Source: an optimization exercise on an open RTL-to-GDS flow (aim: small area, a short achievable clock period and few clock cycles). Production flows keep margins and buffers that such runs may drop.
In this exercise RTL edits were held to simulation tests only and were not proved equivalent to the original.

Design lascon_top, start of the top module:
module lascon_top #(
    parameter int LASCON_VARIANT = 0
)(
    input  logic        clk,
    input  logic        rst,
    input  logic [2:0]  mode_i,
    input  logic [31:0] xof_len_i,
    input  logic        start_i,
    input  logic        abort_i,
    output logic        busy_o,
    output logic        done_o,
    output logic        tag_fail_o,
    input  logic [63:0] s_axis_tdata,
    input  logic [7:0]  s_axis_tkeep,
    input  logic [3:0]  s_axis_tuser,
    input  logic        s_axis_tlast,
    input  logic        s_axis_tvalid,
    output logic        s_axis_tready,
    output logic [63:0] m_axis_tdata,
    output logic [7:0]  m_axis_tkeep,
    output logic [3:0]  m_axis_tuser,
    output logic        m_axis_tlast,
    output logic        m_axis_tvalid,
    input  logic        m_axis_tready
);
    localparam int NR = 2;    
    localparam logic [63:0] AEAD_IV = 64'h00001000808c0001;
    localparam logic [319:0] HIV_HASH = {64'h1a5c464906c5976d, 64'h3c7fd4a4d56a4db3,
        64'hae65396c6b34b81a, 64'h4bc3a01e333751d2, 64'h9b1e5494e934d681};
    localparam logic [319:0] HIV_XOF  = {64'he0547524db6f0bde, 64'h0ee0ea53416b58cc,
        64'he7508fd780085631, 64'hcc7ce6c75f1ef969, 64'hda82ce768d9447eb};
    localparam logic [319:0] HIV_CXOF = {64'h8f3f1d02d432bc46, 64'h2ab14907720780b6,
        64'he9901dec426e81b5, 64'h43d12d7dc0377bbc, 64'h675527c2a0e8de03};
    localparam logic [3:0] U_AD = 4'd3, U_PT = 4'd4, U_CT = 4'd5, U_TAG = 4'd6,
                           U_Z = 4'd8, U_DIG = 4'd9;
    localparam logic [11:0] P_IDLE = 12'd1, P_LOAD = 12'd2, P_AD0 = 12'd4, P_AD1 = 12'd8,
                            P_D0 = 12'd16, P_D1 = 12'd32, P_TOUT = 12'd64, P_TIN = 12'd128,
  ...
Settings: LEC_CHECK=0, CAP_MARGIN=30, CORE_MARGIN=2, CORE_UTILIZATION=40, PLACE_DENSITY=0.5, SETUP_SLACK_MARGIN=2.9, SLEW_MARGIN=20, SYNTH_HIERARCHICAL=1; clock period 7.0 ns.
run.sh (not shown) runs the stock make flow with config.mk's settings and CLKGATE_MAP_FILE= SYNTH_SCRIPT=/design/flow/synth_recipe.tcl, a recipe that flattens the netlist after the stock synthesis.
Testbench counts at the start, summed over its fixed seeds: cycles 20,321.
Change:
--- a/flow/design.v
+++ b/flow/design.v
@@ -339,14 +339,14 @@
         hb = hsel ? cst : ((pa) ? 320'd0 : st);
         x0 = hb[0*64 +: 64] ^ m0;
         x1 = hb[1*64 +: 64] ^ m1;
         y0 = x0;
         y1 = x1;
         y2 = hb[2*64 +: 64] ^ m2;
-        y3 = hb[3*64 +: 64] ^ (m3 | (xk3 ? k0 : 64'd0));
-        y4 = hb[4*64 +: 64] ^ {m4[63:1] | (xk4 ? k1[63:1] : 63'd0), m4[0] ^ (xk4 && k1[0])};
+        y3 = hb[3*64 +: 64] ^ m3 ^ (xk3 ? k0 : 64'd0);
+        y4 = hb[4*64 +: 64] ^ m4 ^ (xk4 ? k1 : 64'd0);
         u0 = {64{pa}};
         u1 = {64{pa}};
         for (int b = 0; b < 64; b++) begin
             if (dm0 && bmask[b]) begin u0[b] = 1'b0; y0[b] = in_sw[b]; end
             if (dm1 && bmask[b]) begin u1[b] = 1'b0; y1[b] = in_sw[b]; end
         end
=> The changed run passed the timing, design-rule and antenna checks. Cell area went up by about 3.7%. Non-clock buffer count went up by 17. Final cell count grows by about 5%. Die area rose by 2.9%. Critical path depth rose by 1. Sequential share of layout area falls by 0.56 points. Worst setup slack improves by 0.065 ns.
Testbench counts after the change, summed over its fixed seeds: cycles 20,321.

--- another note on this design; it stands on its own ---

## run 1
==> flow/design.v (excerpt) <==
module lascon_top #(
    parameter int LASCON_VARIANT = 0
)(
    input  logic        clk,
    input  logic        rst,
    input  logic [2:0]  mode_i,
    input  logic [31:0] xof_len_i,
    input  logic        start_i,
    input  logic        abort_i,
    output logic        busy_o,
    output logic        done_o,
    output logic        tag_fail_o,
    input  logic [63:0] s_axis_tdata,
    input  logic [7:0]  s_axis_tkeep,
    input  logic [3:0]  s_axis_tuser,
    input  logic        s_axis_tlast,
    input  logic        s_axis_tvalid,
    output logic        s_axis_tready,
    output logic [63:0] m_axis_tdata,
    output logic [7:0]  m_axis_tkeep,
    output logic [3:0]  m_axis_tuser,
    output logic        m_axis_tlast,
    output logic        m_axis_tvalid,
    input  logic        m_axis_tready
);
Size in the first run: ~7200 cells after synthesis, about 580 flip-flops, ~67000 um^2 of cells after synthesis.
Settings: LEC_CHECK=0, CAP_MARGIN=30, CORE_MARGIN=2, CORE_UTILIZATION=40, PLACE_DENSITY=0.5, SETUP_SLACK_MARGIN=3.0, SLEW_MARGIN=20, SYNTH_HIERARCHICAL=1; clock period 7.0 ns.
run.sh (not shown) runs the stock make flow with config.mk's settings and CLKGATE_MAP_FILE= SYNTH_SCRIPT=/design/flow/synth_recipe.tcl, a recipe that flattens the netlist after the stock synthesis.
Testbench counts of run 1, summed over its fixed seeds: cycles 20,321.
### run 1 -> run 2
# run 1
export LEC_CHECK = 0
export CAP_MARGIN = 30
export CORE_MARGIN = 2
export CORE_UTILIZATION = 40
export PLACE_DENSITY = 0.5
export SETUP_SLACK_MARGIN = 3.0
export SLEW_MARGIN = 20
export SYNTH_HIERARCHICAL = 1
create_clock -name core_clock -period 7.0 [get_ports {clk}]
# run 2
export LEC_CHECK = 0
export CAP_MARGIN = 30
export CORE_MARGIN = 2
export CORE_UTILIZATION = 35
export PLACE_DENSITY = 0.5
export SETUP_SLACK_MARGIN = 3.0
export SLEW_MARGIN = 20
export SYNTH_HIERARCHICAL = 1
create_clock -name core_clock -period 7.0 [get_ports {clk}]
### Flow results
[compare] base=run 1 new=run 2: worst setup slack picked up an extra 71 ps, post-placement setup slack lost 190 ps. When the final numbers for run 1 and run 2 were put side by side, the first-pass iteration count of the detailed router turned out to be greater in run 1. In the tables for run 1 and run 2, final estimated routing congestion in global placement reads lower with run 2. Taking run 1 as the reference, in run 2 maximum frequency shows an increase of 1.7%, final period utilization shows a reduction of 1.0 points, highest fanout seen on the critical path shows a reduction of 6. Summary — wire length, run 2 relative to run 1: higher, by about 2.8%. Count of final hold-check violations came out exactly the same in run 1 and run 2.

## re-timing with driven ports
In the flow no input, the clock included, has a driving cell. The finished layouts below were timed again as built, in two steps.
Step 1: set_driving_cell puts a clkbuf_16 on clk and a buf_2 on each other input, an assumption about the parent block.
Step 2 also shifts input and output timing later by t, the mid clock arrival at the registers, as if the neighbouring blocks saw the same clock.
Slacks: ideal / step 1 / step 2; pairs: ideal / step 1.
run | shift t [ns] | setup WS [ns] | worst hold slack (ns) | worst register clock-pin slew, ns | worst slew at a driven data input, ns
the first run of note 1 | 0.803 | 2.669 / 2.669 / 2.189 | 0.559 / 0.559 / 0.559 | 0.07 / 0.07 | 0.08
the second run of note 1 | 0.820 | 2.734 / 2.734 / 2.132 | 0.559 / 0.559 / 0.559 | 0.07 / 0.07 | 0.07
run 1 | 0.809 | 2.822 / 2.846 / 2.071 | 0.571 / 0.571 / 0.571 | 0.07 / 0.07 | 0.11
run 2 | 0.801 | 2.893 / 2.893 / 2.227 | 0.550 / 0.550 / 0.550 | 0.07 / 0.07 | 0.12
After both steps setup and hold are still met in every run listed. For run 1, which loses most, drivers alone change the setup slack by +0.024 ns; drivers and shift together by -0.751 ns.
